This design comes from an exercise in tuning for small area and a short achievable clock period on the open sky130 flow, not from production work.
Power is estimated from default activity; no workload was simulated.

Design top, start of the top module:
module top (
    input             clk,
    input      [15:0] x,
    input      [15:0] y,
    output reg [31:0] Q_p
);
For scale: roughly 1,100 cells after synthesis, ~65 flip-flops, ~0.0065 mm2 of cells after synthesis.
clock: 14.0 ns
lec_check: 0
cap_margin: 20
core_margin: 2
core_utilization: 40
slew_margin: 20
standard.sh (not shown) runs the stock make flow with config.mk's settings and CLKGATE_MAP_FILE= SYNTH_SCRIPT=/design/flow/synth_recipe.tcl, a recipe that flattens the netlist after the stock synthesis.
==> flow/flow/run.sh <==
#!/bin/bash
# Own layout flow: the standard ORFS flow with these changes:
#  - synthesis keeps the modules named in KEEP (flattened again at the end, as the standard flow's script
#    does) so that ABC maps each with a script of its own (ABC_PLAN: module:script pairs);
#  - ports get PORT_BUF buffers;
#  - timing repair aims SETUP_MARGIN ns below the clock period.
# Every tool's output goes to a log file in the work folder (and ORFS's own logs under orfs/logs).
set -euo pipefail
WORK=$(pwd)
FLOWDIR=$WORK/flow
source $FLOWDIR/settings.sh

cp config.mk my_config.mk
cat >> my_config.mk <<EOC
export SETUP_SLACK_MARGIN = ${SETUP_MARGIN}
export TNS_END_PERCENT = 100
export BUFFER_PORTS_ARGS = -buffer_cell ${PORT_BUF}
export SYNTH_KEEP_MODULES = ${KEEP:-}
EOC
[ -n "${EXTRA_MK:-}" ] && printf '%b\n' "$EXTRA_MK" >> my_config.mk

# synthesis script: the standard flow's, with abc run once per module of ABC_PLAN, each with its own script
{
  echo "proc abc {args} {"
  echo "  set i [lsearch -exact \$args -script]"
  echo "  foreach {mod scr} {${ABC_PLAN}} {"
  echo "    set a \$args"
  echo "    lset a [expr {\$i + 1}] $FLOWDIR/\$scr"
  echo "    yosys abc {*}\$a \$mod"
  echo "  }"
  echo "}"
  cat synth_recipe.tcl
} > my_synth.tcl

make -C "$FLOW_HOME" DESIGN_CONFIG=$WORK/my_config.mk WORK_HOME=$WORK/orfs CLKGATE_MAP_FILE= \
  SYNTH_SCRIPT=$WORK/my_synth.tcl finish > $WORK/make_finish.log 2>&1

RES=$WORK/orfs/results/$FLOW_PLATFORM/top/base
: # left out here: write the final layout as DEF
==> flow/flow/amap.abc <==
strash; dch -f; amap
==> flow/flow/fast.abc <==
strash; dch -f; map -D 700; topo; buffer -N 6; upsize -D 700; dnsize -D 700; stime -p
==> flow/flow/mid.abc <==
strash; dch -f; map -D 2600 -f; topo; buffer -N 8; upsize -D 2600; dnsize -D 2600; stime -p
==> flow/flow/settings.sh <==
SETUP_MARGIN=9
PORT_BUF=sky130_fd_sc_hd__buf_1
KEEP="roba_in roba_mid"
ABC_PLAN="roba_in fast.abc roba_mid mid.abc top amap.abc"
EXTRA_MK='export ADDER_MAP_FILE ='
==> flow/flow/u2500.abc <==
strash; dch -f; map -D 2500 -f; topo; buffer -N 8; upsize -D 2500; dnsize -D 2500; stime -p
==> flow/flow/u3000.abc <==
strash; dch -f; map -D 3000 -f; topo; buffer -N 8; upsize -D 3000; dnsize -D 3000; stime -p
The baseline finished with timing, DRC and antenna clean.
==> next run, changes <==
--- a/flow/flow/settings.sh
+++ b/flow/flow/settings.sh
@@ -1,3 +1,3 @@
-SETUP_MARGIN=9
+SETUP_MARGIN=8
 PORT_BUF=sky130_fd_sc_hd__buf_1
 KEEP="roba_in roba_mid"
What happened:
- total power is about the same
- count of clock-buffer cells in the layout does not change
- setup slack gets worse by 610 ps
- critical path depth is unchanged
- combinational power is about the same
- routed wire length stays flat
No functional check of the RTL was part of any run of this note.


Setup of red:
The RTL this note starts from:
==> flow/design.v <==
`timescale 1ns / 1ps
module top (
    input             clk,
    input      [15:0] x,
    input      [15:0] y,
    output reg [31:0] Q_p
);
  wire [15:0] ax, ay;
  wire        nzx, nzy;
  roba_abs absx (.v(x), .a(ax), .nz(nzx));
  roba_abs absy (.v(y), .a(ay), .nz(nzy));
  reg  [15:0] ax_r, ay_r;
  reg         s_r;
  always @(posedge clk) begin
    ax_r <= ax & {16{nzy}};
    ay_r <= ay & {16{nzx}};
    s_r  <= (x[15] ^ y[15]) & nzx & nzy;
  end
  wire [3:0]  ex, ey;
  wire [13:0] dx;
  roba_exp rx (.a(ax_r), .e(ex), .d(dx));
  roba_exp ry (.a(ay_r), .e(ey), .d());
  wire [30:0] a0 = {15'd0, ay_r};
  wire [30:0] a1 = ex[3] ? {a0[22:0], 8'd0} : a0;
  wire [30:0] a2 = ex[2] ? {a1[26:0], 4'd0} : a1;
  wire [30:0] a3 = ex[1] ? {a2[28:0], 2'd0} : a2;
  wire [30:0] A  = ex[0] ? {a3[29:0], 1'd0} : a3;
  wire [30:0] b0 = {{17{dx[13]}}, dx};
  wire [30:0] b1 = ey[3] ? {b0[22:0], 8'd0} : b0;
  wire [30:0] b2 = ey[2] ? {b1[26:0], 4'd0} : b1;
  wire [30:0] b3 = ey[1] ? {b2[28:0], 2'd0} : b2;
  wire [30:0] B  = ey[0] ? {b3[29:0], 1'd0} : b3;
  wire [30:0] Pn;
  roba_add #(.N(31)) add (.a(A), .b(B), .inv(s_r), .s(Pn));
  always @(posedge clk)
    Q_p <= {s_r, Pn};
endmodule
module roba_abs (
    input  [15:0] v,
    output [15:0] a,
    output        nz
);
  wire [15:0] c;
  wire [15:0] o;    
  roba_por #(.N(16)) por (.i(v), .o(o));
  assign c = {o[14:0], 1'b0};
  assign a  = v ^ (c & {16{v[15]}});
  assign nz = c[15] | v[15];
endmodule
module roba_exp (
    input  [15:0] a,
    output [3:0]  e,
    output [13:0] d
);
  wire [15:0] m;
  wire [15:0] ar, orr;    
  genvar j;
  generate
    for (j = 0; j < 16; j = j + 1) begin : g_r
      assign ar[j] = a[15-j];
      assign m[15-j] = (j == 0) ? 1'b0 : orr[j-1];
    end
  endgenerate
  roba_por #(.N(16)) por (.i(ar), .o(orr));
  wire [16:1] ge;
  assign ge[1]  = m[0];
  assign ge[2]  = m[1];
  generate
    for (j = 3; j < 16; j = j + 1) begin : g_ge
      assign ge[j] = m[j-1] | (a[j-1] & a[j-2]);
    end
  endgenerate
  assign ge[16] = 1'b0;
  assign e[3] = ge[8];
  assign e[2] = ge[4] & ~ge[8] | ge[12];
  assign e[1] = ge[2] & ~ge[4] | ge[6] & ~ge[8] | ge[10] & ~ge[12] | ge[14];
  assign e[0] = ge[1] & ~ge[2] | ge[3] & ~ge[4] | ge[5] & ~ge[6] | ge[7] & ~ge[8]
              | ge[9] & ~ge[10] | ge[11] & ~ge[12] | ge[13] & ~ge[14] | ge[15];
  wire [15:3] upt;
  generate
    for (j = 3; j < 16; j = j + 1) begin : g_up
      assign upt[j] = a[j-1] & a[j-2] & ~m[j-1];
    end
  endgenerate
  wire up = |upt;
  generate
    for (j = 0; j < 14; j = j + 1) begin : g_d
      assign d[j] = m[j] ? a[j] : up;
    end
  endgenerate
endmodule
module roba_por #(parameter N = 16) (
    input  [N-1:0] i,
    output [N-1:0] o
);
  localparam L = $clog2(N);
  wire [N-1:0] t [0:L];
  assign t[0] = i;
  genvar l, k;
  generate
    for (l = 0; l < L; l = l + 1) begin : lv
      for (k = 0; k < N; k = k + 1) begin : bt
        if ((k >> l) & 1) begin : op
          assign t[l+1][k] = t[l][k] | t[l][((k >> l) << l) - 1];
        end else begin : pass
          assign t[l+1][k] = t[l][k];
        end
      end
    end
  endgenerate
  assign o = t[L];
endmodule
module roba_add #(parameter N = 31) (
    input  [N-1:0] a,
    input  [N-1:0] b,
    input          inv,
    output [N-1:0] s
);
  localparam L = $clog2(N);
  wire [N-1:0] G [0:L];
  wire [N-1:0] P [0:L];
  assign G[0] = a & b;
  assign P[0] = a ^ b;
  genvar l, i;
  generate
    for (l = 0; l < L; l = l + 1) begin : lv
      for (i = 0; i < N; i = i + 1) begin : bt
        if ((i >> l) & 1) begin : op
          assign G[l+1][i] = G[l][i] | (P[l][i] & G[l][((i >> l) << l) - 1]);
          assign P[l+1][i] = P[l][i] & P[l][((i >> l) << l) - 1];
        end else begin : pass
          assign G[l+1][i] = G[l][i];
          assign P[l+1][i] = P[l][i];
        end
      end
    end
  endgenerate
  assign s = (P[0] ^ {N{inv}}) ^ {G[L][N-2:0], 1'b0};
endmodule
==> flow/config.mk <==
export PLATFORM = sky130hd
export DESIGN_NAME = top
export DESIGN_NICKNAME = top
export VERILOG_FILES = /design/flow/design.v
export SDC_FILE = /design/flow/constraint.sdc
export NUM_CORES = 8
export LEC_CHECK = 0
export CAP_MARGIN = 20
export CORE_MARGIN = 2
export CORE_UTILIZATION = 40
export SLEW_MARGIN = 20
==> flow/constraint.sdc <==
create_clock -name core_clock -period 14.0 [get_ports {clk}]
set_input_delay 2.8000 -clock core_clock [delete_from_list [all_inputs] [get_ports {clk}]]
set_output_delay 2.8000 -clock core_clock [all_outputs]
set_load 0.01 [all_outputs]
==> flow/flow/run.sh <==
#!/bin/bash
# Own layout flow: the standard ORFS flow with a different ABC mapping script for synthesis,
# smaller port buffers and timing repair aimed below the clock period (a setup margin).
# Every tool's output goes to a log file in the work folder (and ORFS's own logs under orfs/logs).
set -euo pipefail
WORK=$(pwd)
FLOWDIR=$WORK/flow
source $FLOWDIR/settings.sh

cp config.mk my_config.mk
cat >> my_config.mk <<EOC
export SETUP_SLACK_MARGIN = ${SETUP_MARGIN}
export TNS_END_PERCENT = 100
export BUFFER_PORTS_ARGS = -buffer_cell ${PORT_BUF}
EOC
[ -n "${EXTRA_MK:-}" ] && printf '%s\n' "$EXTRA_MK" >> my_config.mk

# synthesis script: the standard flow's, with abc's script replaced
{
  echo "proc abc {args} {"
  echo "  set i [lsearch -exact \$args -script]"
  echo "  if {\$i >= 0} { lset args [expr {\$i + 1}] $FLOWDIR/${ABC_SCRIPT} }"
  echo "  yosys abc {*}\$args"
  echo "}"
  cat synth_recipe.tcl
} > my_synth.tcl

make -C "$FLOW_HOME" DESIGN_CONFIG=$WORK/my_config.mk WORK_HOME=$WORK/orfs CLKGATE_MAP_FILE= \
  SYNTH_SCRIPT=$WORK/my_synth.tcl finish > $WORK/make_finish.log 2>&1

RES=$WORK/orfs/results/$FLOW_PLATFORM/top/base
: # left out here: write the final layout as DEF
==> flow/flow/area.abc <==
strash; dch -f; map -D 3000; topo; stime -p
==> flow/flow/p2.abc <==
strash; map -a
==> flow/flow/settings.sh <==
SETUP_MARGIN=8.5
PORT_BUF=sky130_fd_sc_hd__buf_1
ABC_SCRIPT=area.abc
red ended with every stage complete and zero timing, DRC or antenna violations.
--- input diff red..blue ---
==> flow/flow/amap.abc (new file) <==
strash; dch -f; amap
==> flow/flow/settings.sh <==
SETUP_MARGIN=8
PORT_BUF=sky130_fd_sc_hd__buf_1
ABC_SCRIPT=u3000.abc
EXTRA_MK='export ADDER_MAP_FILE ='
==> flow/flow/u2500.abc (new file) <==
strash; dch -f; map -D 2500 -f; topo; buffer -N 8; upsize -D 2500; dnsize -D 2500; stime -p
==> flow/flow/u3000.abc (new file) <==
strash; dch -f; map -D 3000 -f; topo; buffer -N 8; upsize -D 3000; dnsize -D 3000; stime -p
Findings:
blue finished every step from synthesis to the final layout, and the layout passed the timing, DRC and antenna checks.
Summary of blue over red: mux cell area share after synthesis moved down, power dissipated by switching net loads up about 16%, die area up about 23%.
Diff red -> blue: setup slack after layout went up 0.28 ns; fmax went up about 5.5%.
### blue -> green
==> flow/flow/settings.sh <==
SETUP_MARGIN=8.5
PORT_BUF=sky130_fd_sc_hd__buf_1
ABC_SCRIPT=u2500.abc
EXTRA_MK='export ADDER_MAP_FILE ='
Findings:
- Measured against blue, the design area of green comes out at 1.05 times the reference value.
- In green, width of the die is higher than in blue.
- XOR/XNOR share of the synthesized area is higher on blue
- blue → green: fraction of the cycle the final worst path needs dropped 1.8 points; share of the synthesized area in compound gates (AO/OA/AOI/OAI) picked up an extra 3.0 points.
- The run showing the greater top fanout value on the critical path is green.
- On peak per-stage delay on the critical path, the lower figure sits with green, not blue.
- green vs blue: highest clock rate up by a few percent
Modified inputs, orange compared to green
==> flow/flow/settings.sh <==
SETUP_MARGIN=8.5
PORT_BUF=sky130_fd_sc_hd__buf_1
ABC_SCRIPT=amap.abc
removed: flow/flow/u2500.abc
removed: flow/flow/u3000.abc
==> notes.md <==
green completed; timing, DRC and antenna clean
orange completed every stage of the flow, and the final layout passed the timing, DRC and antenna checks.
Delta (orange minus green): power share of the clock group now sits higher, sum of routed wire length over all layers went down by 1100 um, wire length of the first global-routing pass fell 4800 um.
No run of this note included a check of the RTL's function; only the layout flow was run.

==> re-timing with driven ports <==
The flow's constraints put no driver on any port. The routed layouts listed below were extracted and timed again, unchanged, in two steps.
Step 1 (the two cells are an assumption about what drives the block):
set clk [get_ports {clk}]
set_driving_cell -lib_cell sky130_fd_sc_hd__clkbuf_16 $clk
set_driving_cell -lib_cell sky130_fd_sc_hd__buf_2 [delete_from_list [all_inputs] $clk]
Step 2 moves the port delays by t, midway between the first and last clock arrival at a register: inputs arrive t later, outputs are due t later. That takes back most of the time a late clock gives input paths.
a / b / c = ideal / step 1 / step 2; a / b = the first two.
| run | t, ns | setup WS [ns] | worst data-port slew with drivers (ns) | cell pins on the clock port's net |
|---|---|---|---|---|
| the first run of note 1 | 0.384 | 9.516 / 9.516 / 9.516 | 0.03 | 1 |
| the second run of note 1 | 0.383 | 8.902 / 8.902 / 8.902 | 0.03 | 1 |
| red | 0.372 | 8.618 / 8.618 / 8.618 | 0.03 | 1 |
| blue | 0.383 | 8.899 / 8.918 / 8.539 | 0.03 | 1 |
| green | 0.389 | 9.153 / 9.153 / 8.829 | 0.03 | 1 |
| orange | 0.387 | 8.221 / 8.221 / 8.221 | 0.03 | 1 |
After both steps setup and hold are still met in every run listed. For blue, which loses most, drivers alone change the setup slack by +0.019 ns; drivers and shift together by -0.360 ns.
